What follows belongs to an exercise in optimizing a design on an open flow for small area, a short achievable clock period and few clock cycles per item; a production flow would make more cautious choices.
At most, simulation tests tie the RTL to the original design; equivalence was not proved.
The clock port is modelled as an ideal driver, which makes a skipped or thinned clock tree look cheaper than it is; a real chip needs a root buffer or a tree.
Power is estimated from default activity; no workload was simulated.

==> flow/design.v <==
`timescale 1ns / 1ps
module medfilter2
(
  CLK,
  RSTn,
  Start_sig,
  Done_sig,
  Data_out,
  Rom_addr,
  Rom_data
);
  input CLK;
  input RSTn;
  input Start_sig;
  output Done_sig;
  output [7:0] Data_out;
  output [17:0] Rom_addr;
  input [7:0] Rom_data;
  reg       start_d;
  reg       run;
  reg [1:0] ph;        
  reg       z;         
  reg       first;     
  reg [8:0] rowA;
  reg [8:0] colA;
  reg       zq;        
  reg       done;
  wire start = Start_sig & ~start_d;
  always @(posedge CLK or negedge RSTn)
    if (!RSTn)
      start_d <= 1'b0;
    else
      start_d <= Start_sig;
  reg       eor;       
  wire [8:0] row_inc  = rowA + 9'd1;
  wire [8:0] row_dec1 = rowA - 9'd1;
  wire [8:0] row_dec2 = {rowA[8:1] - 8'd1, rowA[0]};
  always @(posedge CLK or negedge RSTn)
    if (!RSTn) begin
      run   <= 1'b0;
      ph    <= 2'd0;
      z     <= 1'b0;
      first <= 1'b0;
      rowA  <= 9'd0;
      colA  <= 9'd0;
      zq    <= 1'b0;
      done  <= 1'b0;
      eor   <= 1'b0;
    end else if (start) begin
      run   <= 1'b1;
      ph    <= 2'd0;
      z     <= 1'b1;
      first <= 1'b1;
      rowA  <= 9'd511;
      colA  <= 9'd0;
      zq    <= 1'b1;
      done  <= 1'b0;
      eor   <= 1'b0;
    end else if (run) begin
      ph  <= {ph[0], ~ph[1] & ~ph[0]};
      eor <= ~z & (colA == 9'd511);
      if (ph[1]) begin
        z    <= eor;
        rowA <= eor ? row_dec1 : row_dec2;
        if (!z)
          colA <= colA + 9'd1;
      end else
        rowA <= row_inc;
      zq   <= z | (ph == 2'd0 && rowA == 9'd511) | (ph[1] && rowA == 9'd0);
      done <= (ph == 2'd0) & ~first & ~(~z & colA == 9'd3);
      if (ph == 2'd0 && !z && colA == 9'd2)
        first <= 1'b0;
    end
  assign Rom_addr = {rowA, colA};
  assign Done_sig = done;
  wire g0 = (ph == 2'd0);
  wire g1 = (ph == 2'd1);
  wire g2 = (ph == 2'd2);
  reg [7:0] s0, s1, s2, s3, s4, s5, s6, s7, s8, s9, s10;
  reg [7:0] r0, r1, r2;
  reg [7:0] dout;
  wire swa = (g0 | g1) & gt8(s1, s0);
  wire swb = g2 & gt8(s3, s2);
  wire gab = gt8(s10, s7);
  wire gac = gt8(s10, s4);
  wire gbc = gt8(s7, s4);
  wire oa = g0 ? (gab & gac)   : g1 ? (gab ^ gac)    : (~gab & ~gac);
  wire ob = g0 ? (~gab & gbc)  : g1 ? ~(gab ^ gbc)   : (gab & ~gbc);
  wire oc = g0 ? (~gac & ~gbc) : g1 ? (gac ^ gbc)    : (gac & gbc);
  wire [7:0] op3 = ({8{oa}} & s10) | ({8{ob}} & s7) | ({8{oc}} & s4);
  wire fab = gt8(r2, r1);
  wire fac = gt8(r2, r0);
  wire fbc = gt8(r1, r0);
  wire [7:0] fmed = ({8{fab ^ fac}} & r2) | ({8{~(fab ^ fbc)}} & r1) | ({8{fac ^ fbc}} & r0);
  function gt8;
    input [7:0] a, b;
    reg [7:0] g, p;
    begin
      g = a & ~b;
      p = a | ~b;
      gt8 = g[7] | p[7] & (g[6] | p[6] & (g[5] | p[5] & (g[4] | p[4] &
            (g[3] | p[3] & (g[2] | p[2] & (g[1] | p[1] & g[0]))))));
    end
  endfunction
  always @(posedge CLK) begin
    s0  <= Rom_data & {8{~zq}};
    s1  <= swa ? s1 : s0;
    s2  <= swa ? s0 : s1;
    s3  <= swb ? s3 : s2;
    s4  <= swb ? s2 : s3;
    s5  <= s4;
    s6  <= s5;
    s7  <= s6;
    s8  <= s7;
    s9  <= s8;
    s10 <= s9;
    r0  <= op3;
    r1  <= r0;
    r2  <= r1;
    dout <= fmed;
  end
  assign Data_out = dout;
endmodule
export LEC_CHECK = 0
export ABC_CLOCK_PERIOD_IN_PS = 2200
export CAP_MARGIN = 20
export CORE_MARGIN = 2
export CORE_UTILIZATION = 40
export SETUP_SLACK_MARGIN = 3.4
export SLEW_MARGIN = 20
create_clock -name core_clock -period 5.5 [get_ports {CLK}]
run.sh (not shown) runs the stock make flow with config.mk's settings and CLKGATE_MAP_FILE= SYNTH_SCRIPT=/design/flow/synth_recipe.tcl, a recipe that flattens the netlist after the stock synthesis.
Next try:
ABC_CLOCK_PERIOD_IN_PS = 1500   (was 2200)
SETUP_SLACK_MARGIN = 3.3   (was 3.4)
Outcome:
- The new run passed the timing, DRC and antenna checks
- via count goes up by 2.0%
- design area goes up by 0.88%
- synthesized area is unchanged
- global-route usage came out lower by 0.13 points
- critical path depth decreases by 3
Next try:
ABC_CLOCK_PERIOD_IN_PS = unset   (was 1500)
CTS_CLUSTER_DIAMETER = 100   (was unset)
CTS_CLUSTER_SIZE = 40   (was unset)
SETUP_SLACK_MARGIN = unset   (was 3.3)
Outcome:
- worst hold slack stays flat
- via count falls by 5.0%
- cell area came out lower by 7.3%
- utilization went down by 3.9 points
- synthesized cell count is unchanged
- total power drops by 12%
- routed wire length came out lower by 7.9%
- sequential share of layout area came out higher by 2.9 points
- global-route usage came out lower by 0.65 points
- die area does not change
Next try:
CTS_BUF_LIST = sky130_fd_sc_hd__clkbuf_8   (was unset)
CTS_CLUSTER_DIAMETER = 200   (was 100)
CTS_CLUSTER_SIZE = 50   (was 40)
What happened: Setup slack stays flat. Register-to-register slack is about the same. Final area is lower by 2.7%. Power is lower by 6.3%. Sequential share of layout area rose by 1.2 points. Hold slack is better by 6.4 ps. Cell count does not change. Combinational power barely changes.
Next try:
CTS_BUF_LIST = unset   (was sky130_fd_sc_hd__clkbuf_8)
CTS_CLUSTER_DIAMETER = unset   (was 200)
CTS_CLUSTER_SIZE = unset   (was 50)
Global-route usage increases by 0.27 points.
Synthesized area stays the same.
Die area does not change.
Worst setup slack stays flat.
Via count increases slightly.
Sequential share of layout area decreases by 1.2 points.
Cell count does not change.
No run of this note included a check of the RTL's function; only the layout flow was run.

* * *

Another version of the RTL of medfilter2 (not shown whole).
For scale: ~510 cells after synthesis, ~160 flip-flops.
export LEC_CHECK = 0
export CAP_MARGIN = 20
export CORE_MARGIN = 2
export CORE_UTILIZATION = 40
export CTS_BUF_LIST = sky130_fd_sc_hd__clkbuf_8
export SETUP_SLACK_MARGIN = 3.35
export SLEW_MARGIN = 20
create_clock -name core_clock -period 5.5 [get_ports {CLK}]
standard.sh (not shown) runs the stock make flow with config.mk's settings and CLKGATE_MAP_FILE= SYNTH_SCRIPT=/design/flow/synth_recipe.tcl, a recipe that flattens the netlist after the stock synthesis.
==> flow/flow/run.sh <==
#!/bin/bash
# The standard layout (standard.sh) with three changes:
# - the port buffers that placement inserts are the library's smallest
#   buffer instead of a delay cell; timing repair resizes them where needed;
# - clock tree synthesis does not add dummy loads to the clock nets;
# - after clock tree synthesis, flow/clocktree.tcl replaces its tree with a
#   two-level one: a root buffer on the clock port driving six leaf buffers,
#   each driving the flip-flops of one region of the core. Later steps
#   (routing, timing repair) run as in the standard flow.
export BUFFER_PORTS_ARGS="-buffer_cell sky130_fd_sc_hd__buf_1"
export CTS_ARGS="-sink_clustering_enable -repair_clock_nets -buf_list sky130_fd_sc_hd__clkbuf_8 -dont_use_dummy_load"
export POST_CTS_TCL="$PWD/flow/clocktree.tcl"
export MCTS_LEAVES=6
export MCTS_LEAF=sky130_fd_sc_hd__clkbuf_16
bash standard.sh > standard.log 2>&1
Other scripts of this flow, unchanged in this note and not shown: flow/flow/clocktree.tcl
The first run finished with timing, DRC and antenna clean.
Testbench counts at the start, summed over its fixed seeds: cycles 2,363,946, items 786,432.
==> next run, changes <==
Settings changed: SETUP_SLACK_MARGIN 3.35 to 3.45.
Via count rose by 2.8%.
Wire length rose by 3.0%.
Setup slack improved by 82 ps.
Power rose by 1.8%.
Die area stays the same.
Global-route usage rose by 0.15 points.
Clock skew barely changes.
Clock power is about the same.
Cell area rose by 3.1%.
First-iteration DRC count rose by 9.7%.
==> next run, changes <==
Settings changed: CORE_UTILIZATION 40 to 55, SETUP_SLACK_MARGIN 3.45 to 3.4.
What happened: Fmax drops by about 1.7%. Clock skew hardly moves. First-iteration DRC count climbs by about 9%. Wire length drops by about 4.5%. Power drops by about 1%. Via count drops by about 3.7%. Setup slack gets worse by 35 ps. Global-route usage climbs by 4.2 points.
In every run of this note, the design's own scripts or RTL, not TritonCTS, make the clock network.

## afterwards: timing with drivers on the ports
In the flow no input, the clock included, has a driving cell. The finished layouts below were timed again as built, in two steps.
Step 1 assumes that a clkbuf_16 drives the clock port and a buf_2 every other input.
Step 2, shift: input delay + t, output delay - t, t = (earliest + latest rising clock arrival at the registers) / 2. This alone moves slack from input paths to output paths.
Slacks: no drivers / after step 1 / after step 2; pairs: no drivers / after step 1.
run	t (ns)	slack for setup (ns)	worst slew at a driven data input, ns
the first run of note 1	0.461	2.883 / 2.883 / 2.883	0.03
the second run of note 1	0.463	2.863 / 2.863 / 2.863	0.03
the third run of note 1	0.459	2.716 / 2.716 / 2.716	0.03
the fourth run of note 1	0.474	2.718 / 2.703 / 2.718	0.03
the fifth run of note 1	0.459	2.716 / 2.716 / 2.716	0.03
the first run of note 2	0.430	3.414 / 3.379 / 3.485	0.03
the second run of note 2	0.431	3.497 / 3.461 / 3.547	0.03
the third run of note 2	0.423	3.462 / 3.427 / 3.527	0.03
After both steps setup and hold are still met in every run listed.
